Source: an optimization exercise on an open RTL-to-GDS flow (aim: small area and a short achievable clock period). Production flows keep margins and buffers that such runs may drop.
In this exercise RTL edits were held to simulation tests only and were not proved equivalent to the original.
Power is estimated from default activity; no workload was simulated.

==> flow/design.v (outline; a module is shown in full before it is edited, if it fits) <==
// module mk_mac: 966 lines
module mk_mac(CLK,
	      RST_N,
	      put_inp_A_a,
	      EN_put_inp_A,
	      RDY_put_inp_A,
	      put_inp_B_b,
	      EN_put_inp_B,
	      RDY_put_inp_B,
	      put_inp_C_c,
	      EN_put_inp_C,
	      RDY_put_inp_C,
	      put_inp_sel_sel,
	      EN_put_inp_sel,
	      RDY_put_inp_sel,
	      get_mac_op,
	      RDY_get_mac_op);
  // ...
==> flow/flow/run.sh <==
#!/bin/bash
# Layout flow: the standard synthesis; then the combinational logic of its
# netlist is re-mapped by ABC with every flip-flop instance (name, cell type,
# connections) kept as it is, and the result is checked equivalent to the
# standard netlist (if the check fails, the standard netlist is used); then
# the standard layout steps, with faster port buffers and a tighter
# timing-repair target.  Each tool writes its own log here.
set -e
W=$(pwd)
ABC_D=9.0          # delay target (ps) for the gate sizing in ABC
bash standard.sh synth > synth.log 2>&1

RES=$(dirname "$(find "$W/orfs/results" -name 1_2_yosys.v | head -1)")
LOGD=$(dirname "$(find "$W/orfs/logs" -name 1_2_yosys.log | head -1)")
OBJ=$(dirname "$(find "$W/orfs/objects" -name abc.constr | head -1)")
LIB="$FLOW_HOME/platforms/$FLOW_PLATFORM/lib/sky130_fd_sc_hd__tt_025C_1v80.lib"
YOSYS=$(command -v yosys || echo "$FLOW_HOME/../tools/install/yosys/bin/yosys")
DU=$(grep -o -- '-dont_use [A-Za-z0-9_]*' "$LOGD/1_2_yosys.log" | sort -u | tr '\n' ' ')
KEEP="=sky130_fd_sc_hd__dfxtp_1 =sky130_fd_sc_hd__edfxtp_1 =sky130_fd_sc_hd__conb_1"
cp "$RES/1_2_yosys.v" "$W/std_netlist.v"

sed -e "s#@LIB@#$LIB#g" -e "s#@KEEP@#$KEEP#g" -e "s#@IN@#$W/std_netlist.v#g" \
    -e "s#@SCRIPT@#$W/flow/resyn.abc#g" -e "s#@DU@#$DU#g" -e "s#@CONSTR@#$OBJ/abc.constr#g" \
    -e "s#@D@#$ABC_D#g" -e "s#@OUT@#$W/resyn_netlist.v#g" flow/resyn.ys.in > resyn.ys
sed -e "s#@LIB@#$LIB#g" -e "s#@GOLD@#$W/std_netlist.v#g" -e "s#@GATE@#$W/resyn_netlist.v#g" \
    flow/equiv.ys.in > equiv.ys

if "$YOSYS" -l resyn.log resyn.ys > /dev/null 2>&1 &&
   "$YOSYS" -l equiv.log equiv.ys > /dev/null 2>&1 &&
   grep -q "Equivalence successfully proven" equiv.log; then
  cp "$W/resyn_netlist.v" "$RES/1_2_yosys.v"
  bash standard.sh synth > synth2.log 2>&1
else
  echo "re-mapping not used" > resyn_skipped.txt
fi

bash standard.sh "BUFFER_PORTS_ARGS=-buffer_cell sky130_fd_sc_hd__buf_2" SETUP_SLACK_MARGIN=6.15 finish > layout.log 2>&1
==> flow/flow/equiv.ys.in <==
# Equivalence of the re-mapped netlist with the standard one; the flip-flops
# pair up by instance name.
read_liberty -wb -ignore_miss_func @LIB@
read_verilog @GOLD@
rename mk_mac gold
read_verilog @GATE@
rename mk_mac gate
flatten -wb gold gate
opt_clean gold gate
async2sync
equiv_make gold gate equiv
hierarchy -top equiv
equiv_simple
equiv_status
==> flow/flow/resyn.abc <==
strash
&get -n
&st
&dch -f
&nf
&st
&dch -f
&nf
&put
buffer -c
upsize -c
dnsize -c
==> flow/flow/resyn.ys.in <==
# Re-map the combinational logic of the standard synthesis netlist, keeping
# every flip-flop instance (name, cell type and connections) as it is.
read_liberty -wb -ignore_miss_func @LIB@
setattr -mod -set keep_hierarchy 1 @KEEP@
read_verilog @IN@
hierarchy -top mk_mac
flatten -wb
opt -purge
abc -script @SCRIPT@ -liberty @LIB@ @DU@ -constr @CONSTR@ -D @D@
opt_clean -purge
hilomap -singleton -hicell sky130_fd_sc_hd__conb_1 HI -locell sky130_fd_sc_hd__conb_1 LO
insbuf -buf sky130_fd_sc_hd__buf_4 A X
splitnets
opt_clean -purge
stat -liberty @LIB@
write_verilog -noattr -noexpr -nohex -nodec @OUT@
==> flow/standard.sh <==
#!/bin/bash
# synth_recipe.tcl (not shown) runs the flow's synth.tcl, then flattens the netlist and writes it again
# the make line also repeats each setting of config.mk as NAME=value (left out here)
make -C /OpenROAD-flow-scripts/flow DESIGN_CONFIG=/design/flow/config.mk WORK_HOME=/design/flow/orfs CLKGATE_MAP_FILE= SYNTH_SCRIPT=/design/flow/synth_recipe.tcl "${@:-finish}"
==> flow/config.mk <==
export PLATFORM = sky130hd
export DESIGN_NAME = mk_mac
export DESIGN_NICKNAME = mk_mac
export VERILOG_FILES = /design/flow/design.v
export SDC_FILE = /design/flow/constraint.sdc
export NUM_CORES = 8
export LEC_CHECK = 0
export ABC_AREA = 0
export CAP_MARGIN = 0
export CORE_MARGIN = 2
export CORE_UTILIZATION = 65
export CTS_CLUSTER_DIAMETER = 100
export CTS_CLUSTER_SIZE = 32
export PLACE_DENSITY = 0.75
export SLEW_MARGIN = 0
==> flow/constraint.sdc <==
create_clock -name core_clock -period 9.0 [get_ports {CLK}]
set_input_delay 1.8000 -clock core_clock [delete_from_list [all_inputs] [get_ports {CLK}]]
set_output_delay 1.8000 -clock core_clock [all_outputs]
set_load 0.01 [all_outputs]
==> flow_summary_export.csv, run 1 <==
group,metric,value,unit
sta,period_needed,2.84,ns
worst_hold_path,hold_depth,0,
routing,wirelength,50900,µm
worst_setup_path,max_stage_delay,0.34,ns
place,post-dp-hpwl,37700,µm
global_route,globalRouteMet1Util,35.1,%
sta,slew_headroom,27.4,%
die,num_tap_cells,468,
layout,buf_share,3.40,%
clock_tree,clock_latency,0.58,ns
place,dpl_cell_area,25000,µm²
clock_tree,clkSinkCount,646,
yosys,syn-instance-count,2298,
die,die_area,38600,µm²
layout,nets,2454,
worst_setup_path,end_kind,"primary output",
worst_setup_path,r2r_start,"i8_ch[0]$_DFFE_PN_",
power_and_ir_drop,comb_cell_power,2.50,mW
worst_setup_path,path_depth,1,
routing,vias,16100,
power_and_ir_drop,p_sw_share,34.4,%
job,drv_cap,0,
global_route,grt_pass1_vias,15300,
layout,fillers,2675,
worst_setup_path,worst_r2r_endpoint,"rg_out[31]$_DFF_P_",
routing,route.met3.wl,2630,µm
power_and_ir_drop,pwr-share-comb,31.3,%
worst_setup_path,crit_path_start_kind,"flip-flop",
routing,met2_length,23800,µm
worst_setup_path,cp_slowest_cell,"dfxtp_1",
power_and_ir_drop,largestPowerGroup,"registers",
status,outcome,"complete, no violations",
layout,layout_commonest_cell,"dfxtp_1",
power_and_ir_drop,p_seq,4.16,mW
yosys,avgSynthCellArea,10.5,µm²
clock_tree,h-tree-depth,1,
place,io_buffers,102,
routing,drt_iter0_markers,798,
==> run 2, diff against run 1 <==
--- a/flow/design.v
+++ b/flow/design.v
@@ -54,28 +54,20 @@
   wire zA = (eA == 8'd0), zB = (eB == 8'd0);
   wire iA = (eA == 8'd255), iB = (eB == 8'd255);
   wire cls_zi = (iA & zB) | (zA & iB);
   wire [1:0] cls_in = cls_zi ? 2'd0 : (zA | zB) ? 2'd1 : (iA | iB) ? 2'd2 : 2'd3;
   reg [1:0] lc;
   always @(posedge CLK)
     if (!rg_sel) lc <= cls_in;
   wire [7:0] e_sum = (eA + eB + 8'd1) ^ 8'h80;     
-  wire nx_sel = EN_put_inp_sel ? put_inp_sel_sel : rg_sel;
-  wire nx_a7  = EN_put_inp_A ? put_inp_A_a[7] : rg_A[7];
-  wire nx_b7  = EN_put_inp_B ? put_inp_B_b[7] : rg_B[7];
-  reg md_i8, md_ua, md_va, md_ub, md_vb, md_w;
-  always @(posedge CLK) begin
-    md_i8 <= nx_sel;
-    md_ua <= nx_sel & ~nx_a7;
-    md_va <= nx_sel & nx_a7;
-    md_ub <= nx_sel & ~nx_b7;
-    md_vb <= nx_sel & nx_b7;
-    md_w  <= ~nx_sel | (nx_a7 & nx_b7);
-  end
+  wire md_i8 = rg_sel;
+  wire md_ua = rg_sel & ~rg_A[7], md_va = rg_sel & rg_A[7];
+  wire md_ub = rg_sel & ~rg_B[7], md_vb = rg_sel & rg_B[7];
+  wire md_w  = ~rg_sel | (rg_A[7] & rg_B[7]);
   wire mt_1 = (md_i8 & rg_C[5]) ^ (rg_A[0] & rg_B[5]);
   wire mt_2 = (md_i8 & rg_C[5]) & (rg_A[0] & rg_B[5]);
   wire mt_3 = (md_i8 & rg_C[6]) ^ (rg_A[0] & rg_B[6]) ^ (rg_A[1] & rg_B[5]);
   wire mt_4 = ((md_i8 & rg_C[6]) & (rg_A[0] & rg_B[6])) | ((md_i8 & rg_C[6]) & (rg_A[1] & rg_B[5])) | ((rg_A[0] & rg_B[6]) & (rg_A[1] & rg_B[5]));
   wire mt_5 = (rg_A[2] & rg_B[4]) ^ (rg_A[3] & rg_B[3]);
   wire mt_6 = (rg_A[2] & rg_B[4]) & (rg_A[3] & rg_B[3]);
   wire mt_7 = (md_i8 & rg_C[7]) ^ (rg_A[1] & rg_B[6]) ^ (rg_A[2] & rg_B[5]);
   wire mt_8 = ((md_i8 & rg_C[7]) & (rg_A[1] & rg_B[6])) | ((md_i8 & rg_C[7]) & (rg_A[2] & rg_B[5])) | ((rg_A[1] & rg_B[6]) & (rg_A[2] & rg_B[5]));
@@ -808,33 +800,32 @@
   wire lz_c86 = lz_v73 ? lz_c76 : lz_c81;
   wire lz_c87 = lz_v73 ? lz_c77 : lz_c82;
   wire lz_c88 = ~lz_v73;
   wire lz_v = lz_v83;
   wire [4:0] lz_c = {lz_c88, lz_c87, lz_c86, lz_c85, lz_c84};
   wire [4:0] lz = lz_v ? lz_c : 5'd2;
   reg        t6_s;
   reg [7:0]  t6_e;
-  reg [4:0]  t6_l, t6_ln;          
+  reg [4:0]  t6_l;
   reg [27:0] t6_m;
   always @(posedge CLK) begin
     t6_s   <= t5_s;
     t6_e   <= t5_e;                 
     t6_l   <= lz;
-    t6_ln  <= ~lz;
     t6_m   <= t5_m;
   end
   wire [27:0] nm = t6_m << t6_l;
   wire v6 = vld[6];
   reg        t7_s, t7_rnd;
   reg [7:0]  t7_e;
   reg [22:0] t7_f;
   always @(posedge CLK) begin
     t7_s   <= v6 & t6_s;
-    t7_e   <= ~v6 ? 8'd0 : t6_e + {3'b111, t6_ln};    
+    t7_e   <= ~v6 ? 8'd0 : t6_e + {3'b111, ~t6_l};    
     t7_f   <= ~v6 ? 23'd0 : nm[26:4];
     t7_rnd <= v6 & nm[3] & (nm[4] | (nm[2:0] != 3'd0));
   end
   wire ri_g1 = 1'b0 | (t7_f[1] & (t7_rnd & t7_f[0]));
   wire ri_p2 = t7_f[1] & t7_f[0];
   wire ri_g3 = 1'b0;
   wire ri_p4 = t7_f[3] & t7_f[2];
   wire ri_g5 = 1'b0;
==> flow/flow/resyn.abc (replaced) <==
strash
&get -n
&st
&syn2
&dch -f
&nf
&put
buffer -c
upsize -c
dnsize -c
--- a/flow/config.mk
+++ b/flow/config.mk
@@ -5,11 +5,11 @@
 export SDC_FILE = /design/flow/constraint.sdc
 export NUM_CORES = 8
 export LEC_CHECK = 0
 export ABC_AREA = 0
 export CAP_MARGIN = 0
 export CORE_MARGIN = 2
 export CORE_UTILIZATION = 65
 export CTS_CLUSTER_DIAMETER = 100
-export CTS_CLUSTER_SIZE = 32
+export CTS_CLUSTER_SIZE = 30
 export PLACE_DENSITY = 0.75
 export SLEW_MARGIN = 0
==> run 2 against run 1 <==
Compared with the run above:
- now fails the layout checks on antenna violations
- via count decreased by 1.1%
- combinational power is 4% higher
- global-route usage grew 0.49 points
- final area rose by 0.18%
- hold slack gained 0.014 ns
- sequential share of layout area fell by 0.85 points
- critical path type is now flip-flop to flip-flop
- largest power group unchanged
==> flow_summary_export.csv, run 2 <==
group,metric,value,unit
global_route,grt_max_degree,95,
global_route,grt-ovfl-total,0,
global_route,grt_pass1_vias,15100,
status,check-failures,"antenna violations",
sta,setup_tns,0,ns
sta,final-hold-violation-count,0,
routing,vias,15900,
clock_tree,clkSinkCount,636,
global_route,antenna_found_initial,0,
die,die_h,196,µm
layout,synthToLayoutAreaGrowth,9.54,%
clock_tree,cts_buffers,25,
global_route,use_met3,2.94,%
worst_hold_path,hp-class,"flip-flop to flip-flop",
sta,worst_pin_slew,1.08,ns
die,die_area,38300,µm²
power_and_ir_drop,switchingPower,2.75,mW
die,ios,108,
sta,slew_viol_final,0,
layout,layout_commonest_cell,"dfxtp_1",
yosys,syn-instance-count,2264,
worst_setup_path,end_kind,"flip-flop",
global_route,use_met2,46.7,%
worst_setup_path,required,9.45,ns
sta,slew_headroom,28.0,%
yosys,synth.cell_area,23900,µm²
routing,drt-vias-per-instance,5.61,
layout,drive_gt1_share,14.0,%
sta,rsz0062_at_grt,"true",
power_and_ir_drop,max-vdd-ir-drop,190,µV
status,outcome,"finished with violations",
routing,wire_per_inst,18.1,µm
sta,finalClockSkew,0.0229,ns
place,dp_cells,2762,
yosys,yosysWarnings,1,
routing,drtAntennaViolNets,1,
global_route,grt-busiest-layer,"met2",
power_and_ir_drop,pwr-share-comb,32.6,%
sta,period_needed,2.91,ns
clock_tree,cts_tree,"yes",
worst_setup_path,critical_path.max_fanout,3,
die,start_util,65.7,%
routing,drt-pass1-iter-count,5,
job,drv_cap,0,
power_and_ir_drop,pwr-share-clk,16.9,%
layout,nets,2420,
power_and_ir_drop,p_sw_share,34.4,%
layout,fin_cells,2833,
place,place_congestion,0.922,
worst_setup_path,criticalPathCategory,"flip-flop to flip-flop",
power_and_ir_drop,powerDensity,305,nW/µm²
global_route,grt_use_total,26.3,%
routing,drc,0,
layout,final_cell_mix,"dfxtp_1, nor2_1, nand2_1, xnor2_1, a21oi_1",
sta,setup_viol,0,
worst_setup_path,crit_path_start_kind,"flip-flop",
clock_tree,cts_root_buffer,"clkbuf_16",
die,rows,70,
sta,fmax,0.344,GHz
power_and_ir_drop,seqPwrFrac,50.5,%
die,core-area,36300,µm²
global_route,globalRouteMet1Util,34.3,%
sta,holdWs,0.324,ns
power_and_ir_drop,leakagePower,10.2,nW
routing,wirelength,51100,µm
yosys,avgSynthCellArea,10.5,µm²
place,post-dp-hpwl,38100,µm
global_route,grt_pass1_wl,79600,µm
clock_tree,clkTransAtPathRegs,0.11,ns
clock_tree,clock_latency,0.58,ns
clock_tree,cts_buffer_depth,3,
routing,drt_iter0_markers,900,
sta,finalCritPeriodShare,32.3,%
place,io_buffers,102,
layout,fillers,2639,
power_and_ir_drop,p_int,5.23,mW
worst_setup_path,cp.arrival,3.36,ns
die,die_x,196,µm
clock_tree,postCtsHoldBufs,0,
clock_tree,h-tree-depth,1,
-- run 2: cell types whose count changed in the layout (fill, tap and decap cells not counted), sizes merged, moves of 11 or more --
cell	before	now
xnor2	137	163
a21oi	114	137
nand2b	41	19
o21ai	110	89
maj3	21	39
inv	63	47
nor2	222	237
dfxtp	548	537
mux2i	52	41
-- run 2: final cells by class --
cell class,instances,area [µm²],area share [%]
Timing Repair Buffer,140,916,3.50
Multi-Input combinational cell,1497,9970,38.1
Clock inverter,2,25.0,0.0957
Tap cell,468,586,2.24
Clock buffer,36,687,2.63
Antenna cell,5,12.5,0.0479
Sequential cell,636,13800,52.6
Inverter,49,184,0.704
-- run 2: worst paths after layout --
path	from	end	slack, ns	cells past startpoint
max	i8_ch[0]$_DFFE_PN_	rg_out[31]$_DFF_P_	6.09	10
min	t0_s$_DFF_P_	t1_s$_DFF_P_	0.32	0
max reg2reg	i8_ch[0]$_DFFE_PN_	rg_out[31]$_DFF_P_	6.09	10
min reg2reg	t0_s$_DFF_P_	t1_s$_DFF_P_	0.32	0
-- run 2: routing by layer --
layer | wire length (µm) | part of all wire (%)
met2 | 25500 | 50
met3 | 1950 | 3.8
met4 | 1340 | 2.6
met5 | 0 | 0
met1 | 22400 | 44
-- run 2: through the flow --
stage               total power, mW  setup slack [ns]  area (µm²)  util [%]
floorplan                      5.79              6.22       23900         -
global placement               6.39              5.51       24700      68.0
detailed placement             6.45              5.49       24700      68.0
CTS                            7.83              6.05       25700      70.8
global route                   8.44              5.99       26100      71.9
finish                         7.98              6.09       26100      71.9
-- run 2: timing repair --
action                     4_1_cts  5_1_grt
resized for setup               45       70
cloned                           0        0
pin swaps                        8       17
setup endpoints to repair       79       55
setup buffers                   13       15
hold endpoints to repair         0        0
-- run 2: power groups by stage --
stage	registers, mW	logic (mW)	clock network [mW]
finish	4.03	2.60	1.35
global route	4.11	2.85	1.47
CTS	4.02	2.44	1.37
detailed placement	4.09	2.36	0
global placement	4.06	2.33	0
floorplan	3.86	1.93	0
-- run 2: worst max-delay path: stages (launching register included) --
cell and delay [ns]:
edfxtp_1 0.40, or4_4 0.57, nor3_4 0.18, nand2_2 0.09, or4_4 0.43, or3_4 0.36, nor3_4 0.18, nor3b_2 0.22
a21oi_2 0.08, xor2_2 0.17, a21oi_1 0.09
==> run 3, diff against run 2 <==
==> flow/flow/resyn.abc (replaced) <==
strash
&get -n
&st
&dch -f
&nf
&st
&dch -f
&nf
&put
buffer -c
upsize -c
dnsize -c
==> run 3 against run 2 <==
Compared with the run above:
- critical endpoint is now get_mac_op[2]
- critical path type is now flip-flop to primary output
- the run now finishes clean
- sequential power about the same
- global-route usage down 1.1 points
- setup slack better by 0.071 ns
- critical path depth down 9
- synthesized cell count about the same
- largest cell class unchanged
- final cell count down 0.35%
- largest power group unchanged
==> flow_summary_export.csv, run 3 <==
group,metric,value,unit
yosys,synth.cell_area,23700,µm²
routing,drtAntennaViolNets,0,
routing,drt-vias-per-instance,5.64,
power_and_ir_drop,leakagePower,10.1,nW
worst_hold_path,hold_end,"t5_e[7]$_DFF_P_",
worst_hold_path,hp-class,"flip-flop to flip-flop",
sta,slew_headroom,29.6,%
worst_hold_path,min_from,"t4_e[7]$_DFF_P_",
worst_setup_path,required,7.20,ns
clock_tree,clkTransAtPathRegs,0.11,ns
die,core-area,35700,µm²
worst_setup_path,cp.arrival,1.04,ns
worst_setup_path,criticalPathCategory,"flip-flop to primary output",
layout,drive_gt1_share,12.5,%
worst_setup_path,cp_slowest_cell,"dfxtp_1",
power_and_ir_drop,powerDensity,306,nW/µm²
layout,synthToLayoutAreaGrowth,8.13,%
place,post-dp-hpwl,36500,µm
worst_setup_path,r2r_cells,11,
clock_tree,clkSinkCount,636,
power_and_ir_drop,finalPower,7.86,mW
die,die_area,38100,µm²
die,rows,69,
power_and_ir_drop,p_int,5.15,mW
place,io_buffers,102,
power_and_ir_drop,max-vdd-ir-drop,214,µV
power_and_ir_drop,switchingPower,2.71,mW
clock_tree,cts_buffer_depth,3,
sta,slew_viol_final,0,
power_and_ir_drop,pwr-share-clk,17.2,%
yosys,syn-instance-count,2265,
worst_setup_path,crit_path_start_kind,"flip-flop",
status,outcome,"complete, no violations",
worst_setup_path,max_stage_delay,0.33,ns
worst_setup_path,path_buf_inv,1,
clock_tree,h-tree-depth,1,
power_and_ir_drop,seqPwrFrac,51.3,%
sta,setup_viol,0,
clock_tree,cts_tree,"yes",
clock_tree,cts_buffers,25,
worst_setup_path,r2r_start,"i8_q[0]$_DFFE_PN_",
routing,drt-pass1-iter-count,7,
die,die_x,195,µm
place,place_congestion,0.961,
global_route,grt_pass1_vias,15100,
sta,finalCritPeriodShare,31.5,%
power_and_ir_drop,pwr-share-comb,31.5,%
routing,wirelength,49300,µm
die,ios,108,
routing,drc,0,
yosys,avgSynthCellArea,10.5,µm²
job,drv_cap,0,
clock_tree,postCtsHoldBufs,0,
layout,layout_commonest_cell,"dfxtp_1",
sta,rsz0062_at_grt,"true",
sta,setup_tns,0,ns
sta,worst_pin_slew,1.05,ns
global_route,grt-ovfl-total,0,
sta,fmax,0.352,GHz
global_route,antenna_found_initial,3,
worst_setup_path,end_kind,"primary output",
sta,finalClockSkew,0.0188,ns
routing,vias,15900,
clock_tree,cts_root_buffer,"clkbuf_16",
worst_setup_path,worst_r2r_endpoint,"rg_out[31]$_DFF_P_",
global_route,grt_max_degree,98,
global_route,grt_pass1_wl,77000,µm
worst_setup_path,cp_top_family,"flip-flops",
sta,period_needed,2.84,ns
layout,nets,2416,
clock_tree,clock_latency,0.58,ns
worst_setup_path,path_cells,"buf_2",
worst_setup_path,reg2reg_slack,6.22,ns
die,die_h,195,µm
yosys,yosysWarnings,1,
global_route,grt_use_total,25.2,%
worst_hold_path,hold_depth,0,
worst_setup_path,critPathLaunch,"rg_out[2]$_DFF_P_",
die,start_util,66.4,%
routing,wire_per_inst,17.5,µm
sta,final-hold-violation-count,0,
routing,drt_iter0_markers,934,
worst_setup_path,critical_path.max_fanout,1,
power_and_ir_drop,p_sw_share,34.4,%
layout,final_cell_mix,"dfxtp_1, nand2_1, nor2_1, xnor2_1, o21ai_0",
## run 3: worst max path at each step
stage                    endpoint  slack, ns  depth (start not counted)
6_report            get_mac_op[2]       6.16                          1
5_1_grt        rg_out[31]$_DFF_P_       6.09                         11
4_1_cts            get_mac_op[15]       6.13                          1
3_5_place_dp    t0_r0[11]$_DFF_P_       5.94                          9
3_3_place_gp    t0_r0[11]$_DFF_P_       5.98                          9
2_1_floorplan  rg_out[31]$_DFF_P_       6.51                         11
## run 3: area by class of cell
type | count | area (µm²)
sequential | 636 | 13700
clock inverter | 4 | 38.8
timing repair buffer | 138 | 881
fill | 2674 | 10100
tap | 461 | 577
antenna | 1 | 2.50
multi-input combinational | 1477 | 9500
inverter | 67 | 254
clock buffer | 39 | 678
## run 3: metrics by stage
stage / utilization, % / instances / setup slack, ns / instance area (µm²) / hold slack, ns
floorplan: - / 2269 / 6.51 / 23800 / 0.310
global placement: 68.8 / 2755 / 5.98 / 24600 / 0.310
detailed placement: 68.8 / 2755 / 5.94 / 24600 / 0.312
CTS: 70.9 / 2798 / 6.13 / 25300 / 0.323
global route: 71.8 / 2822 / 6.09 / 25700 / 0.330
finish: 71.8 / 2823 / 6.16 / 25700 / 0.326
## run 3: power groups by stage
stage	logic [mW]	registers, mW	clock network (mW)
floorplan	1.94	3.89	0
global placement	2.35	4.06	0
detailed placement	2.39	4.09	0
CTS	2.40	4.02	1.38
global route	2.74	4.11	1.48
finish	2.48	4.03	1.35
## run 3: layer usage
metal / vias up / GRT usage (%) / wire [µm]
li1: 7949 / - / -
met1: 7416 / 32.1 / 21500
met2: 449 / 44.5 / 23700
met3: 100 / 2.82 / 2100
met4: 0 / 8.91 / 1920
met5: - / 0 / 0
## run 3: timing repair
item | CTS | global route
pin swaps | 0 | 4
setup buffers | 0 | 22
setup endpoints to repair | 60 | 82
gates cloned | 0 | 2
resized for setup | 11 | 33
==> run 4, diff against run 3 <==
--- a/flow/flow/resyn.ys.in
+++ b/flow/flow/resyn.ys.in
@@ -8,6 +8,10 @@
 opt -purge
 abc -script @SCRIPT@ -liberty @LIB@ @DU@ -constr @CONSTR@ -D @D@
 opt_clean -purge
+flatten -wb
+opt -purge
+abc -script @SCRIPT@ -liberty @LIB@ @DU@ -constr @CONSTR@ -D @D@
+opt_clean -purge
 hilomap -singleton -hicell sky130_fd_sc_hd__conb_1 HI -locell sky130_fd_sc_hd__conb_1 LO
 insbuf -buf sky130_fd_sc_hd__buf_4 A X
 splitnets
--- a/flow/config.mk
+++ b/flow/config.mk
@@ -10,6 +10,6 @@
 export CORE_MARGIN = 2
 export CORE_UTILIZATION = 65
 export CTS_CLUSTER_DIAMETER = 100
-export CTS_CLUSTER_SIZE = 30
+export CTS_CLUSTER_SIZE = 32
 export PLACE_DENSITY = 0.75
 export SLEW_MARGIN = 0
==> run 4 against run 3 <==
Compared with the run above:
- critical path type unchanged
- setup slack improved by 0.022 ns
- flip-flop and latch count did not move
- area after synthesis did not move
- register-to-register slack improved by 0.09 ns
- total power fell by 1.2%
==> flow_summary_export.csv, run 4 <==
group,metric,value,unit
routing,drt-vias-per-instance,5.66,
clock_tree,cts_tree,"yes",
worst_setup_path,criticalPathCategory,"flip-flop to primary output",
global_route,grt_pass1_vias,15000,
clock_tree,cts_root_buffer,"clkbuf_16",
die,die_area,38100,µm²
sta,period_needed,2.82,ns
power_and_ir_drop,leakagePower,10.1,nW
layout,drive_gt1_share,11.8,%
global_route,grt_max_degree,98,
sta,slew_viol_final,0,
sta,finalClockSkew,0.0268,ns
worst_setup_path,max_stage_delay,0.34,ns
die,rows,69,
worst_hold_path,hp-class,"flip-flop to flip-flop",
clock_tree,clkTransAtPathRegs,0.11,ns
worst_setup_path,path_cells,"buf_6",
place,io_buffers,102,
die,core-area,35700,µm²
yosys,synth.cell_area,23700,µm²
sta,final-hold-violation-count,0,
worst_setup_path,required,7.20,ns
yosys,syn-instance-count,2265,
sta,finalCritPeriodShare,31.3,%
global_route,use_met3,2.49,%
global_route,grt-busiest-layer,"met2",
sta,fmax,0.355,GHz
routing,wire_per_inst,17.5,µm
layout,fin_area,25500,µm²
routing,drt_iter0_markers,1054,
layout,synthToLayoutAreaGrowth,7.34,%
global_route,globalRouteMet1Util,32.2,%
place,post-dp-hpwl,36500,µm
power_and_ir_drop,max-vdd-ir-drop,185,µV
routing,drt-pass1-iter-count,5,
layout,nets,2406,
job,drv_cap,0,
die,die_h,195,µm
worst_setup_path,cp.arrival,1.02,ns
sta,setup_tns,0,ns
worst_setup_path,critical_path.max_fanout,1,
yosys,yosysWarnings,1,
layout,layout_commonest_cell,"dfxtp_1",
clock_tree,cts_buffers,23,
worst_setup_path,cp_slowest_cell,"dfxtp_2",
routing,vias,15900,
clock_tree,postCtsHoldBufs,0,
die,die_x,195,µm
layout,final_cell_mix,"dfxtp_1, nand2_1, nor2_1, xnor2_1, o21ai_0",
status,outcome,"complete, no violations",
power_and_ir_drop,powerDensity,305,nW/µm²
sta,rsz0062_at_grt,"true",
yosys,avgSynthCellArea,10.5,µm²
clock_tree,cts_buffer_depth,3,
sta,setup_viol,0,
power_and_ir_drop,finalPower,7.76,mW
die,start_util,66.4,%
global_route,grt-ovfl-total,0,
place,dpl_cell_area,24600,µm²
global_route,use_met2,44.4,%
worst_setup_path,path_depth,1,
clock_tree,h-tree-depth,1,
routing,wirelength,49200,µm
worst_setup_path,end_kind,"primary output",
die,ios,108,
sta,slew_headroom,29.5,%
global_route,grt_use_total,25.0,%
routing,drtAntennaViolNets,0,
worst_setup_path,path_buf_inv,1,
global_route,grt_pass1_wl,76500,µm
layout,n_antenna_cell,0,
worst_setup_path,cp_top_family,"flip-flops",
sta,worst_pin_slew,1.06,ns
worst_setup_path,crit_path_start_kind,"flip-flop",
routing,drc,0,
worst_hold_path,hold_depth,0,
clock_tree,clkSinkCount,636,
clock_tree,clock_latency,0.57,ns
global_route,antenna_found_initial,3,
place,place_congestion,0.961,
worst_setup_path,r2r_cells,11,
==> run 4: power breakdown <==
part	total (mW)	leakage [nW]	switching [mW]	internal [mW]
logic	2.46	4.29	1.38	1.08
registers	4.03	5.46	0.508	3.52
clock network	1.27	0.304	0.782	0.488
total	7.76	10.1	2.67	5.09
==> run 4: path summary, 6_finish.rpt <==
| kind | startpoint | end | slack [ns] |
|---|---|---|---|
| min | t0_c[27]$_DFF_P_ | t1_c[27]$_DFF_P_ | 0.33 |
| min reg2reg | t0_c[27]$_DFF_P_ | t1_c[27]$_DFF_P_ | 0.33 |
| max | rg_out[4]$_DFF_P_ | get_mac_op[4] | 6.18 |
| max reg2reg | i8_ch[0]$_DFFE_PN_ | rg_out[31]$_DFF_P_ | 6.31 |
==> run 4: what timing repair did <==
action	4_1_cts	5_1_grt
cloned	0	3
setup buffers	0	13
setup endpoints to repair	44	62
resized for setup	9	25
pin swaps	0	2
==> run 4: through the flow <==
| step | util, % | cells | hold slack [ns] | setup slack, ns |
|---|---|---|---|---|
| detailed placement | 68.8 | 2755 | 0.312 | 5.94 |
| global placement | 68.8 | 2755 | 0.310 | 5.98 |
| floorplan | - | 2269 | 0.310 | 6.51 |
| finish | 71.3 | 2809 | 0.332 | 6.18 |
| CTS | 70.7 | 2793 | 0.332 | 6.16 |
| global route | 71.3 | 2809 | 0.339 | 6.11 |
==> run 4: area by class of cell <==
cell class | instances | area [µm²]
Inverter | 67 | 254
Clock inverter | 1 | 5.00
Clock buffer | 37 | 628
Tap cell | 461 | 577
Sequential cell | 636 | 13700
Timing Repair Buffer | 130 | 781
Fill cell | 2700 | 10300
Multi-Input combinational cell | 1477 | 9500
==> run 4: worst register-to-register path, cell delays in order, from the launching register on <==
cell,delay (ns)
edfxtp_1,0.43
nor3_2,0.24
nand2b_2,0.13
nor4_4,0.23
nor3b_4,0.32
nand2b_4,0.12
nor4_4,0.17
nand2b_2,0.13
or4_4,0.43
and2_4,0.16
xor2_2,0.14
a21oi_2,0.13
==> run 4: per-layer routing <==
layer / routed length (µm) / vias to the layer above
met2: 23800 / 463
met5: 0 / -
li1: - / 7930
met3: 2290 / 100
met4: 1900 / 0
met1: 21200 / 7403
==> run 5, diff against run 4 <==
--- a/flow/flow/resyn.ys.in
+++ b/flow/flow/resyn.ys.in
@@ -8,10 +8,6 @@
 opt -purge
 abc -script @SCRIPT@ -liberty @LIB@ @DU@ -constr @CONSTR@ -D @D@
 opt_clean -purge
-flatten -wb
-opt -purge
-abc -script @SCRIPT@ -liberty @LIB@ @DU@ -constr @CONSTR@ -D @D@
-opt_clean -purge
 hilomap -singleton -hicell sky130_fd_sc_hd__conb_1 HI -locell sky130_fd_sc_hd__conb_1 LO
 insbuf -buf sky130_fd_sc_hd__buf_4 A X
 splitnets
==> run 5 against run 4 <==
Compared with the run above:
- synthesized cell count unchanged
- sequential share of layout area unchanged
- register-to-register slack about the same
- sequential power about the same
- clock power about the same
- setup slack unchanged
- wire length unchanged
==> flow_summary_export.csv, run 5 <==
group,metric,value,unit
power_and_ir_drop,leakagePower,10.1,nW
power_and_ir_drop,seqPwrFrac,51.9,%
clock_tree,cts_tree,"yes",
status,outcome,"complete, no violations",
worst_setup_path,end_kind,"primary output",
worst_setup_path,crit_path_start_kind,"flip-flop",
routing,drc,0,
clock_tree,clock_latency,0.57,ns
routing,drt-vias-per-instance,5.66,
die,rows,69,
die,die_x,195,µm
clock_tree,postCtsHoldBufs,0,
job,drv_cap,0,
sta,worst_pin_slew,1.06,ns
layout,final_util,71.3,%
sta,period_needed,2.82,ns
power_and_ir_drop,max-vdd-ir-drop,185,µV
routing,drtAntennaViolNets,0,
global_route,grt_use_total,25.0,%
sta,finalClockSkew,0.0268,ns
worst_setup_path,max_stage_delay,0.34,ns
die,ios,108,
die,die_h,195,µm
layout,nets,2406,
worst_setup_path,path_buf_inv,1,
layout,synthToLayoutAreaGrowth,7.34,%
sta,setup_tns,0,ns
sta,slew_headroom,29.5,%
power_and_ir_drop,p_sw_share,34.4,%
sta,setup_viol,0,
worst_setup_path,path_cells,"buf_6",
clock_tree,clkSinkCount,636,
global_route,antenna_found_initial,3,
power_and_ir_drop,pwr-share-clk,16.4,%
yosys,yosysWarnings,1,
layout,layout_commonest_cell,"dfxtp_1",
clock_tree,cts_buffers,23,
power_and_ir_drop,finalPower,7.76,mW
global_route,grt_max_degree,98,
yosys,synth.cell_area,23700,µm²
clock_tree,h-tree-depth,1,
worst_setup_path,cp.arrival,1.02,ns
power_and_ir_drop,powerDensity,305,nW/µm²
clock_tree,cts_buffer_depth,3,
yosys,avgSynthCellArea,10.5,µm²
worst_setup_path,cp_slowest_cell,"dfxtp_2",
layout,fillers,2700,
routing,wire_per_inst,17.5,µm
power_and_ir_drop,p_int,5.09,mW
clock_tree,cts_root_buffer,"clkbuf_16",
worst_setup_path,cp_top_family,"flip-flops",
worst_setup_path,critical_path.max_fanout,1,
place,place_congestion,0.961,
die,core-area,35700,µm²
clock_tree,clkTransAtPathRegs,0.11,ns
yosys,syn-instance-count,2265,
power_and_ir_drop,pwr-share-comb,31.7,%
sta,fmax,0.355,GHz
sta,rsz0062_at_grt,"true",
layout,n_antenna_cell,0,
power_and_ir_drop,switchingPower,2.67,mW
sta,finalCritPeriodShare,31.3,%
global_route,grt_pass1_wl,76500,µm
sta,slew_viol_final,0,
worst_hold_path,hp-class,"flip-flop to flip-flop",
routing,drt_iter0_markers,1054,
routing,drt-pass1-iter-count,5,
place,io_buffers,102,
sta,final-hold-violation-count,0,
worst_setup_path,criticalPathCategory,"flip-flop to primary output",
die,die_area,38100,µm²
global_route,grt_pass1_vias,15000,
global_route,grt-ovfl-total,0,
die,start_util,66.4,%
worst_setup_path,required,7.20,ns
routing,vias,15900,
layout,drive_gt1_share,11.8,%
place,dpl_cell_area,24600,µm²
routing,wirelength,49200,µm
layout,final_cell_mix,"dfxtp_1, nand2_1, nor2_1, xnor2_1, o21ai_0",
place,post-dp-hpwl,36500,µm
layout,fin_area,25500,µm²
## run 5: per-stage QoR
step                hold WS [ns]  std cells  worst slack (ns)
floorplan                  0.310       2269              6.51
global placement           0.310       2755              5.98
detailed placement         0.312       2755              5.94
CTS                        0.332       2793              6.16
global route               0.339       2809              6.11
finish                     0.332       2809              6.18
## run 5: final timing paths
kind,end,cells after the start,from,slack (ns)
max,get_mac_op[4],1,rg_out[4]$_DFF_P_,6.18
min,t1_c[27]$_DFF_P_,0,t0_c[27]$_DFF_P_,0.33
max reg2reg,rg_out[31]$_DFF_P_,11,i8_ch[0]$_DFFE_PN_,6.31
min reg2reg,t1_c[27]$_DFF_P_,0,t0_c[27]$_DFF_P_,0.33
## run 5: power groups by stage
stage	clock network [mW]	logic [mW]	registers, mW
after floorplan	0	1.94	3.89
after global placement	0	2.35	4.06
after detailed placement	0	2.39	4.09
after CTS	1.30	2.40	4.02
after global routing	1.39	2.73	4.11
final	1.27	2.46	4.03
## run 5: cell type report
cell class	instances	area, µm²	area share, %
flip-flops and latches	636	13700	53.9
multi-input cells	1477	9500	37.3
repair buffers	130	781	3.06
clock buffers	37	628	2.47
well taps	461	577	2.26
inverters	67	254	0.997
clock inverters	1	5.00	0.0196
## run 5: routing by layer
metal | track usage [%] | routed length [µm]
met3 | 2.49 | 2290
met5 | 0 | 0
met1 | 32.2 | 21200
met4 | 8.37 | 1900
met2 | 44.4 | 23800
## run 5: repair_timing
action | 4_1_cts | 5_1_grt
endpoints found under the setup margin | 44 | 62
resized for setup | 9 | 25
gates cloned | 0 | 3
pin swaps | 0 | 2
buffers inserted | 0 | 13
==> run 6, diff against run 5 <==
==> flow/flow/resyn.abc (replaced) <==
strash
&get -n
&st
&syn2
&dch -f
&nf
&put
buffer -c
upsize -c
dnsize -c
==> run 6 against run 5 <==
Compared with the run above:
- fmax is 2.5% lower
- highest routed layer unchanged
- largest power group unchanged
- critical path type is now flip-flop to flip-flop
- area after synthesis is 0.53% higher
- setup slack worse by 0.071 ns
- clock-buffer cell count is 3 lower
- largest cell class unchanged
==> flow_summary_export.csv, run 6 <==
group,metric,value,unit
worst_hold_path,min_from,"t9[22]$_DFF_P_",
sta,rsz0062_at_grt,"true",
sta,finalClockSkew,0.0240,ns
clock_tree,cts_tree,"yes",
sta,fmax,0.346,GHz
sta,setup_viol,0,
die,ios,108,
clock_tree,h-tree-depth,1,
routing,drt-vias-per-instance,5.61,
routing,wirelength,51100,µm
clock_tree,clock_latency,0.58,ns
die,rows,70,
layout,final_cell_mix,"dfxtp_1, nor2_1, nand2_1, xnor2_1, a21oi_1",
worst_hold_path,hp-class,"flip-flop to flip-flop",
global_route,grt_max_degree,95,
worst_setup_path,max_stage_delay,0.57,ns
sta,slew_viol_final,0,
power_and_ir_drop,max-vdd-ir-drop,176,µV
global_route,grt_pass1_wl,79500,µm
power_and_ir_drop,powerDensity,303,nW/µm²
die,start_util,65.7,%
sta,final-hold-violation-count,0,
global_route,grt-ovfl-total,0,
yosys,avgSynthCellArea,10.5,µm²
place,place_congestion,0.922,
routing,drt-pass1-iter-count,5,
layout,layout_commonest_cell,"dfxtp_1",
worst_hold_path,hold_end,"t10[22]$_DFF_P_",
die,die_area,38300,µm²
clock_tree,clkSinkCount,636,
worst_setup_path,criticalPathCategory,"flip-flop to flip-flop",
sta,finalCritPeriodShare,32.1,%
worst_setup_path,end_kind,"flip-flop",
clock_tree,postCtsHoldBufs,0,
yosys,synth.cell_area,23900,µm²
worst_hold_path,hold_depth,0,
clock_tree,cts_root_buffer,"clkbuf_16",
status,outcome,"complete, no violations",
power_and_ir_drop,leakagePower,10.2,nW
layout,fin_area,26000,µm²
worst_setup_path,path_buf_inv,0,
place,post-dp-hpwl,38100,µm
place,io_buffers,102,
sta,setup_tns,0,ns
die,die_h,196,µm
layout,drive_gt1_share,13.6,%
routing,drt_iter0_markers,803,
clock_tree,clkTransAtPathRegs,0.12,ns
sta,worst_pin_slew,1.06,ns
yosys,yosysWarnings,1,
layout,synthToLayoutAreaGrowth,9.01,%
layout,nets,2419,
worst_setup_path,cp_slowest_cell,"or4_4",
sta,period_needed,2.89,ns
global_route,grt_pass1_vias,15100,
layout,final_util,71.6,%
worst_setup_path,r2r_start,"i8_ch[0]$_DFFE_PN_",
worst_setup_path,required,9.46,ns
die,die_x,196,µm
worst_setup_path,reg2reg_slack,6.11,ns
worst_setup_path,cp.arrival,3.34,ns
worst_setup_path,cp_top_family,"simple AND/OR/NAND/NOR gates",
worst_setup_path,path_cells,"or4_4 -> nor3_4 -> nand2_2 -> or4_4 -> or3_4 -> nor3_4 -> nor3b_2 -> a21oi_2 -> xor2_2 -> a21oi_1",
global_route,grt_use_total,26.3,%
worst_setup_path,worst_r2r_endpoint,"rg_out[31]$_DFF_P_",
routing,wire_per_inst,18.1,µm
worst_setup_path,r2r_cells,10,
sta,slew_headroom,28.8,%
layout,fillers,2644,
place,dpl_cell_area,24700,µm²
die,core-area,36300,µm²
worst_setup_path,critical_path.max_fanout,3,
clock_tree,cts_buffers,23,
global_route,antenna_found_initial,0,
routing,vias,15900,
job,drv_cap,0,
routing,drtAntennaViolNets,0,
worst_setup_path,crit_path_start_kind,"flip-flop",
routing,drc,0,
clock_tree,cts_buffer_depth,3,
yosys,syn-instance-count,2264,
-- run 6: layout make-up --
cell class,instances,area [µm²],share of cell area (%)
Antenna cell,2,5.00,0.0192
Clock buffer,34,637,2.45
Inverter,49,184,0.707
Multi-Input combinational cell,1497,9910,38.1
Sequential cell,636,13800,52.9
Tap cell,468,586,2.25
Timing Repair Buffer,141,936,3.60
-- run 6: through the flow --
step	instances	setup slack (ns)	power (mW)	hold slack [ns]
detailed placement	2762	5.49	6.45	0.312
global placement	2762	5.51	6.39	0.311
finish	2827	6.11	7.88	0.329
CTS	2811	6.06	7.77	0.329
global route	2825	6.00	8.33	0.335
floorplan	2268	6.22	5.79	0.310
-- run 6: how the worst max path moves through the flow --
stage	start	to	slack (ns)	cells after the start
6_report	i8_ch[0]$_DFFE_PN_	rg_out[31]$_DFF_P_	6.11	10
5_1_grt	i8_ch[0]$_DFFE_PN_	rg_out[31]$_DFF_P_	6.00	10
3_5_place_dp	t1_p[15]$_DFF_P_	t2_f[1]$_SDFF_PN0_	5.49	7
4_1_cts	i8_ch[1]$_DFFE_PN_	rg_out[31]$_DFF_P_	6.06	10
2_1_floorplan	t2_c[24]$_DFF_P_	t3_sh[0]$_SDFF_PN1_	6.22	10
3_3_place_gp	t1_p[15]$_DFF_P_	t2_f[1]$_SDFF_PN0_	5.51	7
-- run 6: worst register-to-register path: stages, from the launching register on --
cell	delay [ns]
edfxtp_1	0.40
or4_4	0.57
nor3_4	0.18
nand2_2	0.09
or4_4	0.43
or3_4	0.36
nor3_4	0.19
nor3b_2	0.21
a21oi_2	0.07
xor2_2	0.17
a21oi_1	0.09
-- run 6: repair_timing --
item,in CTS,in global routing
resized for setup,46,53
gates cloned,0,0
setup buffers,15,14
endpoints found under the setup margin,69,55
pin swaps,9,16
-- run 6: layer usage --
layer	track usage, %	vias to the layer above	wire length [µm]
met2	46.8	383	25500
met1	34.3	7467	22200
li1	-	7926	-
met4	7.44	0	1410
met3	2.44	81	1960
met5	0	-	0
-- run 6: power by group --
part           leakage [nW]  switching [mW]  internal [mW]
Combinational          4.40            1.41           1.16
Clock                 0.308           0.783          0.497
Sequential             5.46           0.518           3.51
==> run 7, diff against run 6 <==
==> flow/flow/resyn.abc (replaced) <==
strash
&get -n
&st
&dch -f
&nf
&st
&dch -f
&nf
&put
buffer -c
upsize -c
dnsize -c
--- a/flow/config.mk
+++ b/flow/config.mk
@@ -8,8 +8,8 @@
 export ABC_AREA = 0
 export CAP_MARGIN = 0
 export CORE_MARGIN = 2
-export CORE_UTILIZATION = 65
+export CORE_UTILIZATION = 80
 export CTS_CLUSTER_DIAMETER = 100
 export CTS_CLUSTER_SIZE = 32
-export PLACE_DENSITY = 0.75
+export PLACE_DENSITY = 0.88
 export SLEW_MARGIN = 0
==> run 7 against run 6 <==
Compared with the run above:
- core utilization rose by 16 points
- sequential share of layout area is 0.75 points higher
- critical path type unchanged
- clock skew grew 0.0067 ns
- critical path depth shrank 1
- hold slack improved by 0.0051 ns
- combinational power is 4% higher
- highest routed layer unchanged
- sequential power rose by 2%
==> flow_summary_export.csv, run 7 <==
group,metric,value,unit
sta,finalCritPeriodShare,33.4,%
power_and_ir_drop,leakagePower,10.1,nW
global_route,antenna_found_initial,3,
status,outcome,"complete, no violations",
power_and_ir_drop,seqPwrFrac,50.5,%
die,die_x,176,µm
worst_setup_path,r2r_cells,9,
sta,worst_pin_slew,1.11,ns
layout,nets,2412,
global_route,globalRouteMet1Util,43.6,%
yosys,synth.cell_area,23700,µm²
worst_setup_path,path_cells,"buf_12 -> and2_2 -> nand2_1 -> o22ai_1 -> o21ai_1 -> o21a_1 -> a21o_1 -> xnor2_1 -> xor2_1",
sta,slew_headroom,25.2,%
routing,drtAntennaViolNets,0,
yosys,avgSynthCellArea,10.5,µm²
power_and_ir_drop,powerDensity,317,nW/µm²
clock_tree,cts_tree,"yes",
worst_setup_path,cp_slowest_cell,"edfxtp_1",
global_route,use_met3,5.08,%
power_and_ir_drop,max-vdd-ir-drop,208,µV
global_route,grt_max_degree,53,
worst_setup_path,crit_path_start_kind,"flip-flop",
worst_hold_path,hp-class,"flip-flop to flip-flop",
routing,drt-pass1-iter-count,9,
power_and_ir_drop,p_int,5.16,mW
layout,drive_gt1_share,12.9,%
sta,period_needed,3.01,ns
die,die_h,176,µm
global_route,grt_pass1_vias,17200,
global_route,grt-busiest-layer,"met2",
power_and_ir_drop,pwr-share-comb,32.7,%
worst_setup_path,criticalPathCategory,"flip-flop to flip-flop",
power_and_ir_drop,pwr-share-clk,16.7,%
die,ios,108,
power_and_ir_drop,p_sw_share,36.5,%
worst_setup_path,critical_path.max_fanout,52,
routing,drt_iter0_markers,2074,
sta,rsz0062_at_grt,"true",
place,post-dp-hpwl,40700,µm
clock_tree,postCtsHoldBufs,0,
clock_tree,cts_buffers,23,
clock_tree,h-tree-depth,1,
job,drv_cap,0,
clock_tree,clock_latency,0.60,ns
layout,layout.area.seq,13700,µm²
worst_setup_path,required,9.50,ns
routing,drt-vias-per-instance,6.47,
die,core-area,29400,µm²
routing,wirelength,62100,µm
routing,wire_per_inst,22.6,µm
layout,fillers,1286,
place,io_buffers,102,
worst_setup_path,cp.arrival,3.51,ns
sta,final-hold-violation-count,0,
die,die_area,31100,µm²
sta,slew_viol_final,0,
layout,final_cell_mix,"dfxtp_1, nand2_1, nor2_1, xnor2_1, a21oi_1",
die,start_util,80.7,%
yosys,syn-instance-count,2265,
worst_setup_path,end_kind,"flip-flop",
layout,synthToLayoutAreaGrowth,7.98,%
routing,vias,17800,
place,place_congestion,0.966,
clock_tree,clkSinkCount,636,
layout,layout_commonest_cell,"dfxtp_1",
global_route,grt_pass1_wl,90900,µm
sta,setup_viol,0,
clock_tree,cts_buffer_depth,3,
worst_setup_path,max_stage_delay,0.42,ns
worst_setup_path,path_depth,9,
clock_tree,clkTransAtPathRegs,0.12,ns
layout,multi_input_area,9560,µm²
clock_tree,cts_root_buffer,"clkbuf_16",
worst_setup_path,path_buf_inv,1,
global_route,grt_use_total,37.4,%
sta,fmax,0.332,GHz
worst_setup_path,cp_top_family,"compound AO/OA/AOI/OAI gates",
sta,finalClockSkew,0.0307,ns
place,dp_cells,2683,
global_route,use_met2,66.7,%
yosys,yosysWarnings,1,
layout,fin_cells,2745,
worst_hold_path,hold_depth,0,
routing,drc,0,
global_route,grt-ovfl-total,0,
die,rows,63,
power_and_ir_drop,switchingPower,2.96,mW
sta,setup_tns,0,ns
run 7: power groups by stage:
stage / Combinational, mW / Sequential, mW / Clock, mW
2_1_floorplan: 1.94 / 3.89 / 0
3_3_place_gp: 2.32 / 4.06 / 0
3_5_place_dp: 2.43 / 4.11 / 0
4_1_cts: 2.49 / 4.06 / 1.33
5_1_grt: 2.85 / 4.16 / 1.44
6_report: 2.66 / 4.10 / 1.36
run 7: per-stage QoR:
stage	hold slack, ns	utilization, %	worst slack (ns)	cell area [µm²]	power, mW
after floorplan	0.310	-	6.51	23800	5.82
after global placement	0.310	83.3	5.99	24500	6.38
after detailed placement	0.312	83.3	5.66	24500	6.54
after CTS	0.335	86.1	6.07	25300	7.88
after global routing	0.339	87.2	6.06	25600	8.45
final	0.334	87.2	5.99	25600	8.12
run 7: repair_timing:
item,4_1_cts,5_1_grt
hold endpoints to repair,0,0
pin swaps,0,10
gates resized for setup,31,49
endpoints found under the setup margin,57,87
setup buffers,3,20
run 7: routing by layer:
layer	part of all wire, %	up-vias
li1	-	7933
met2	49	1152
met4	7.2	0
met3	8.0	340
met1	36	8326
met5	0	-
run 7: worst paths after layout:
check | end | slack, ns | start
worst max-delay path | t0_r1[13]$_DFF_P_ | 5.99 | rg_sel$_DFFE_PP_
worst min-delay path | t1_c[23]$_DFF_P_ | 0.33 | t0_c[23]$_DFF_P_
worst max register to register | t0_r1[13]$_DFF_P_ | 5.99 | rg_sel$_DFFE_PP_
worst min register to register | t1_c[23]$_DFF_P_ | 0.33 | t0_c[23]$_DFF_P_
run 7: layout make-up:
class	instances	share of cell area, %
antenna	1	0.00976
clock inverter	2	0.195
sequential	636	53.6
tap	390	1.90
multi-input combinational	1477	37.3
timing repair buffer	136	3.51
inverter	67	0.991
clock buffer	36	2.44
==> run 8, diff against run 7 <==
--- a/flow/config.mk
+++ b/flow/config.mk
@@ -8,8 +8,8 @@
 export ABC_AREA = 0
 export CAP_MARGIN = 0
 export CORE_MARGIN = 2
-export CORE_UTILIZATION = 80
+export CORE_UTILIZATION = 72
 export CTS_CLUSTER_DIAMETER = 100
 export CTS_CLUSTER_SIZE = 32
-export PLACE_DENSITY = 0.88
+export PLACE_DENSITY = 0.82
 export SLEW_MARGIN = 0
==> run 8 against run 7 <==
Compared with the run above:
- setup slack improved by 0.15 ns
- area after synthesis did not move
- total power fell by 1.8%
- critical endpoint is now get_mac_op[10]
- sequential share of layout area barely moved
- largest power group unchanged
- first-iteration DRC count fell by 33%
- non-clock buffer count fell by 4
- flip-flop and latch count did not move
- combinational power fell by 4%
- fmax rose by 5.4%
- final area barely moved
==> flow_summary_export.csv, run 8 <==
group,metric,value,unit
status,outcome,"complete, no violations",
clock_tree,cts_buffer_depth,3,
worst_setup_path,criticalPathCategory,"flip-flop to primary output",
power_and_ir_drop,leakagePower,10.1,nW
layout,layout_commonest_cell,"dfxtp_1",
worst_setup_path,r2r_start,"rg_A[8]$_DFFE_PP_",
sta,period_needed,2.86,ns
worst_setup_path,cp_slowest_cell,"dfxtp_1",
clock_tree,cts_buffers,24,
global_route,grt_max_degree,98,
worst_setup_path,path_buf_inv,1,
layout,synthToLayoutAreaGrowth,7.93,%
worst_hold_path,hp-class,"flip-flop to flip-flop",
routing,drt-pass1-iter-count,6,
place,post-dp-hpwl,38500,µm
die,die_x,186,µm
power_and_ir_drop,powerDensity,311,nW/µm²
worst_setup_path,crit_path_start_kind,"flip-flop",
worst_setup_path,max_stage_delay,0.35,ns
sta,slew_headroom,30.3,%
clock_tree,h-tree-depth,1,
sta,rsz0062_at_grt,"true",
worst_hold_path,min_from,"t9[31]$_DFF_P_",
die,die_h,186,µm
routing,vias,16700,
global_route,grt-ovfl-total,0,
place,dp_cells,2735,
yosys,synth.cell_area,23700,µm²
routing,wire_per_inst,19.9,µm
routing,drc,0,
global_route,grt_pass1_vias,16000,
clock_tree,clkTransAtPathRegs,0.11,ns
layout,fillers,2045,
die,start_util,73.0,%
worst_setup_path,critical_path.max_fanout,1,
routing,wirelength,55700,µm
power_and_ir_drop,p_int,5.15,mW
power_and_ir_drop,pwr-share-clk,17.1,%
sta,slew_viol_final,0,
worst_setup_path,cp.arrival,1.06,ns
worst_setup_path,end_kind,"primary output",
power_and_ir_drop,max-vdd-ir-drop,246,µV
die,ios,108,
sta,finalClockSkew,0.0224,ns
worst_setup_path,path_cells,"buf_2",
place,place_congestion,0.934,
yosys,avgSynthCellArea,10.5,µm²
power_and_ir_drop,pwr-share-comb,32.0,%
layout,nets,2409,
die,core-area,32500,µm²
worst_hold_path,hold_end,"t10[31]$_DFF_P_",
worst_hold_path,hold_depth,0,
worst_setup_path,r2r_cells,9,
yosys,syn-instance-count,2265,
clock_tree,clkSinkCount,636,
global_route,antenna_found_initial,1,
worst_setup_path,reg2reg_slack,6.14,ns
die,die_area,34400,µm²
yosys,yosysWarnings,1,
layout,drive_gt1_share,12.4,%
global_route,grt_pass1_wl,83100,µm
layout,final_cell_mix,"dfxtp_1, nand2_1, nor2_1, xnor2_1, o21ai_0",
clock_tree,cts_root_buffer,"clkbuf_16",
power_and_ir_drop,p_sw_share,35.4,%
worst_setup_path,worst_r2r_endpoint,"t0_e[7]$_DFF_P_",
job,drv_cap,0,
power_and_ir_drop,seqPwrFrac,50.9,%
sta,fmax,0.350,GHz
worst_setup_path,required,7.20,ns
routing,drt-vias-per-instance,5.97,
clock_tree,cts_tree,"yes",
worst_setup_path,critPathLaunch,"rg_out[10]$_DFF_P_",
routing,drtAntennaViolNets,0,
sta,setup_viol,0,
routing,drt_iter0_markers,1398,
place,io_buffers,102,
clock_tree,clock_latency,0.59,ns
sta,finalCritPeriodShare,31.7,%
global_route,grt_use_total,31.0,%
die,rows,66,
worst_setup_path,cp_top_family,"flip-flops",
power_and_ir_drop,switchingPower,2.82,mW
sta,setup_tns,0,ns
layout,fin_cells,2796,
sta,worst_pin_slew,1.04,ns
sta,final-hold-violation-count,0,
[run 8: layer usage]
| layer | global-route usage (%) | up-vias | part of all wire, % |
|---|---|---|---|
| met5 | 0 | - | 0 |
| met4 | 12.0 | 0 | 4.8 |
| met3 | 2.88 | 169 | 5.5 |
| met2 | 56.5 | 663 | 50 |
| met1 | 37.9 | 7907 | 39 |
| li1 | - | 7942 | - |
[run 8: layout make-up]
cell class              count  area, µm²  share of cell area, %
diodes                      1       2.50                0.00977
clock buffers              37        671                   2.62
clock inverters             4       47.5                  0.186
inverters                  67        254                  0.991
multi-input cells        1477       9510                   37.1
flip-flops and latches    636      13700                   53.6
well taps                 442        553                   2.16
repair buffers            132        840                   3.28
[run 8: worst max path at each step]
stage / to / slack [ns] / cells past startpoint
after floorplan: rg_out[31]$_DFF_P_ / 6.51 / 11
after global placement: t0_r0[11]$_DFF_P_ / 6.00 / 9
after detailed placement: t7_e[7]$_SDFF_PN0_ / 5.90 / 11
after CTS: get_mac_op[5] / 6.14 / 1
after global routing: t0_e[7]$_DFF_P_ / 5.99 / 8
final: get_mac_op[10] / 6.14 / 1
[run 8: what timing repair did]
item,CTS,global route
gates resized for setup,9,40
pin swaps,0,4
setup buffers,4,13
gates cloned,0,2
setup endpoints to repair,51,88
hold buffers,0,0
[run 8: power by group through the flow]
| stage | registers, mW | clock network (mW) | logic (mW) |
|---|---|---|---|
| 4_1_cts | 4.04 | 1.37 | 2.45 |
| 2_1_floorplan | 3.89 | 0 | 1.94 |
| 6_report | 4.06 | 1.36 | 2.55 |
| 3_5_place_dp | 4.11 | 0 | 2.41 |
| 3_3_place_gp | 4.06 | 0 | 2.35 |
| 5_1_grt | 4.13 | 1.47 | 2.79 |
[run 8: stage by stage]
stage	hold WS (ns)	setup slack, ns	total power, mW	instance area, µm²	util (%)
after floorplan	0.310	6.51	5.82	23800	-
after global placement	0.310	6.00	6.41	24600	75.5
after detailed placement	0.312	5.90	6.52	24600	75.5
after CTS	0.333	6.14	7.85	25300	77.9
after global routing	0.331	5.99	8.39	25600	78.7
final	0.330	6.14	7.98	25600	78.7
==> run 9, diff against run 8 <==
--- a/flow/flow/run.sh
+++ b/flow/flow/run.sh
@@ -16,7 +16,7 @@
 LIB="$FLOW_HOME/platforms/$FLOW_PLATFORM/lib/sky130_fd_sc_hd__tt_025C_1v80.lib"
 YOSYS=$(command -v yosys || echo "$FLOW_HOME/../tools/install/yosys/bin/yosys")
 DU=$(grep -o -- '-dont_use [A-Za-z0-9_]*' "$LOGD/1_2_yosys.log" | sort -u | tr '\n' ' ')
-KEEP="=sky130_fd_sc_hd__dfxtp_1 =sky130_fd_sc_hd__edfxtp_1 =sky130_fd_sc_hd__conb_1"
+KEEP="=sky130_fd_sc_hd__dfxtp_1 =sky130_fd_sc_hd__edfxtp_1 =sky130_fd_sc_hd__conb_1 =sky130_fd_sc_hd__fa_1 =sky130_fd_sc_hd__ha_1"
 cp "$RES/1_2_yosys.v" "$W/std_netlist.v"
 
 sed -e "s#@LIB@#$LIB#g" -e "s#@KEEP@#$KEEP#g" -e "s#@IN@#$W/std_netlist.v#g" \
--- a/flow/config.mk
+++ b/flow/config.mk
@@ -8,8 +8,8 @@
 export ABC_AREA = 0
 export CAP_MARGIN = 0
 export CORE_MARGIN = 2
-export CORE_UTILIZATION = 72
+export CORE_UTILIZATION = 65
 export CTS_CLUSTER_DIAMETER = 100
-export CTS_CLUSTER_SIZE = 32
-export PLACE_DENSITY = 0.82
+export CTS_CLUSTER_SIZE = 30
+export PLACE_DENSITY = 0.75
 export SLEW_MARGIN = 0
==> run 9 against run 8 <==
Compared with the run above:
- critical path type is now flip-flop to flip-flop
- die area grew 11%
- register-to-register slack lost 0.25 ns
- clock power is essentially flat
- clock-buffer cell count shrank 3
- synthesized cell count shrank 6.6%
- sequential power is essentially flat
- wire length shrank 5.4%
==> flow_summary_export.csv, run 9 <==
group,metric,value,unit
global_route,grt-busiest-layer,"met2",
global_route,grt-ovfl-total,0,
yosys,syn-instance-count,2116,
routing,drtAntennaViolNets,0,
routing,drt-pass1-iter-count,5,
global_route,antenna_found_initial,3,
sta,finalClockSkew,0.0169,ns
worst_setup_path,r2r_cells,11,
clock_tree,cts_tree,"yes",
routing,wire_per_inst,19.3,µm
die,core-area,36300,µm²
worst_setup_path,required,9.46,ns
layout,nets,2481,
clock_tree,clkSinkCount,636,
sta,slew_headroom,26.3,%
worst_setup_path,path_buf_inv,1,
routing,vias,15200,
clock_tree,cts_buffer_depth,3,
power_and_ir_drop,p_int,5.18,mW
layout,drive_gt1_share,16.1,%
sta,slew_viol_final,0,
worst_hold_path,hold_end,"t1_c[28]$_DFF_P_",
place,dp_cells,2630,
job,drv_cap,0,
clock_tree,h-tree-depth,1,
die,ios,108,
layout,synthToLayoutAreaGrowth,11.3,%
power_and_ir_drop,leakagePower,11.2,nW
worst_setup_path,cp_slowest_cell,"a221o_2",
power_and_ir_drop,pwr-share-clk,16.9,%
clock_tree,cts_root_buffer,"clkbuf_16",
die,start_util,65.6,%
sta,finalCritPeriodShare,34.6,%
power_and_ir_drop,max-vdd-ir-drop,196,µV
sta,final-hold-violation-count,0,
worst_setup_path,critical_path.max_fanout,4,
power_and_ir_drop,switchingPower,2.69,mW
sta,fmax,0.322,GHz
clock_tree,clock_latency,0.57,ns
power_and_ir_drop,powerDensity,297,nW/µm²
sta,setup_viol,0,
clock_tree,clkTransAtPathRegs,0.11,ns
global_route,grt_use_total,27.4,%
die,rows,70,
worst_setup_path,r2r_start,"t4_sub$_DFF_P_",
global_route,grt_pass1_vias,15300,
global_route,grt_max_degree,42,
yosys,yosysWarnings,1,
routing,drt-vias-per-instance,5.57,
die,die_area,38200,µm²
worst_hold_path,hold_depth,0,
yosys,synth.cell_area,23800,µm²
layout,final_cell_mix,"dfxtp_1, nor2_1, nand2_1, inv_1, a21oi_1",
die,die_x,195,µm
sta,holdWs,0.331,ns
layout,layout_commonest_cell,"dfxtp_1",
die,die_h,195,µm
worst_setup_path,path_cells,"ha_4 -> ha_4 -> a31o_4 -> a221o_1 -> a21oi_2 -> o211ai_1 -> a221o_1 -> a221o_2 -> buf_4 -> fa_2 -> xor2_1",
place,io_buffers,102,
routing,wirelength,52700,µm
place,place_congestion,0.893,
clock_tree,cts_buffers,25,
sta,rsz0062_at_grt,"true",
worst_setup_path,end_kind,"flip-flop",
power_and_ir_drop,seqPwrFrac,51.2,%
yosys,avgSynthCellArea,11.3,µm²
global_route,use_met2,48.9,%
routing,drt_iter0_markers,855,
worst_hold_path,hp-class,"flip-flop to flip-flop",
worst_hold_path,min_from,"t0_c[28]$_DFF_P_",
worst_setup_path,cp_top_family,"compound AO/OA/AOI/OAI gates",
worst_setup_path,cp.arrival,3.57,ns
global_route,grt_pass1_wl,81700,µm
worst_setup_path,reg2reg_slack,5.89,ns
power_and_ir_drop,pwr-share-comb,32.0,%
routing,drc,0,
sta,period_needed,3.11,ns
power_and_ir_drop,p_sw_share,34.2,%
layout,n_antenna_cell,0,
status,outcome,"complete, no violations",
sta,worst_pin_slew,1.10,ns
worst_setup_path,criticalPathCategory,"flip-flop to flip-flop",
global_route,use_met3,2.38,%
sta,setup_tns,0,ns
worst_setup_path,crit_path_start_kind,"flip-flop",
global_route,globalRouteMet1Util,35.6,%
place,post-dp-hpwl,38500,µm
worst_setup_path,max_stage_delay,0.43,ns
layout,fin_cells,2731,
worst_setup_path,worst_r2r_endpoint,"t5_m[17]$_DFF_P_",
==> run 9: per-stage QoR <==
stage / power [mW] / setup slack [ns] / area (µm²) / util, %
after floorplan: 5.63 / 6.09 / 24000 / -
after global placement: 6.28 / 5.25 / 24800 / 68.3
after detailed placement: 6.37 / 5.21 / 24800 / 68.3
after CTS: 7.73 / 5.88 / 25900 / 71.2
after global routing: 8.37 / 5.75 / 26500 / 73.0
final: 7.87 / 5.89 / 26500 / 73.0
==> run 9: layout make-up <==
cell class,count,area (µm²)
Clock buffer,34,659
Clock inverter,3,28.8
Fill cell,2590,9830
Inverter,130,495
Multi-Input combinational cell,1287,9680
Sequential cell,636,13800
Tap cell,468,586
Timing Repair Buffer,173,1300
==> run 9: timing repair <==
item,in CTS,in global routing
pin swaps,11,45
setup endpoints to repair,65,72
hold buffers,0,0
cloned,3,0
setup buffers,19,42
resized for setup,47,99
==> run 9: metal layers <==
| metal | up-vias | wire length [µm] |
|---|---|---|
| li1 | 7463 | - |
| met1 | 7289 | 22300 |
| met4 | 2 | 1870 |
| met3 | 97 | 2240 |
| met5 | - | 11 |
| met2 | 369 | 26300 |
==> run 9: power by group through the flow <==
stage	clock network, mW	registers (mW)	logic (mW)
after global placement	0	4.07	2.22
after global routing	1.45	4.10	2.82
after floorplan	0	3.84	1.79
final	1.33	4.03	2.52
after detailed placement	0	4.08	2.29
after CTS	1.35	4.02	2.36
==> run 9: worst reg2reg max path: cells and delay by family, from the launching register on <==
family                     cells  cell delay [ns]
xor gates and xnor gates       1             0.15
adders and majority gates      3             0.66
AOI/OAI and AO/OA              6             1.68
DFF                            1             0.37
buffers and inverters          1             0.16
==> run 9: worst max-delay path by stage <==
stage	start	endpoint	slack, ns	cells past startpoint
6_report	t4_sub$_DFF_P_	t5_m[17]$_DFF_P_	5.89	11
4_1_cts	t4_sub$_DFF_P_	t5_m[27]$_DFF_P_	5.88	12
5_1_grt	t4_sub$_DFF_P_	t5_m[27]$_DFF_P_	5.75	12
3_3_place_gp	rg_sel$_DFFE_PP_	t0_r1[9]$_DFF_P_	5.25	10
2_1_floorplan	t4_sub$_DFF_P_	t5_m[22]$_DFF_P_	6.09	12
3_5_place_dp	rg_sel$_DFFE_PP_	t0_r1[9]$_DFF_P_	5.21	10

## separate check: timing with driven ports
The results above use ideal ports. As a check the final layouts listed here were re-extracted and re-timed, cells and wires unchanged.
Step 1, drivers: a clkbuf_16 drives CLK and a buf_2 each remaining input, both assumed.
Step 2 also shifts input and output timing later by t, the mid clock arrival at the registers, as if the neighbouring blocks saw the same clock.
Three values: no drivers, after step 1, after step 2; two values: the first two.
run | t, ns | setup WS [ns] | worst data-port slew with drivers (ns)
run 1 | 0.629 | 6.160 / 6.104 / 6.162 | 0.07
run 2 | 0.625 | 6.090 / 6.076 / 6.090 | 0.04
run 3 | 0.632 | 6.161 / 6.106 / 6.205 | 0.03
run 4 | 0.610 | 6.183 / 6.129 / 6.215 | 0.03
run 5 | 0.610 | 6.183 / 6.129 / 6.215 | 0.03
run 6 | 0.621 | 6.112 / 6.065 / 6.112 | 0.04
run 7 | 0.642 | 5.990 / 5.990 / 5.990 | 0.07
run 8 | 0.629 | 6.143 / 6.090 / 6.143 | 0.05
run 9 | 0.619 | 5.890 / 5.890 / 5.890 | 0.05
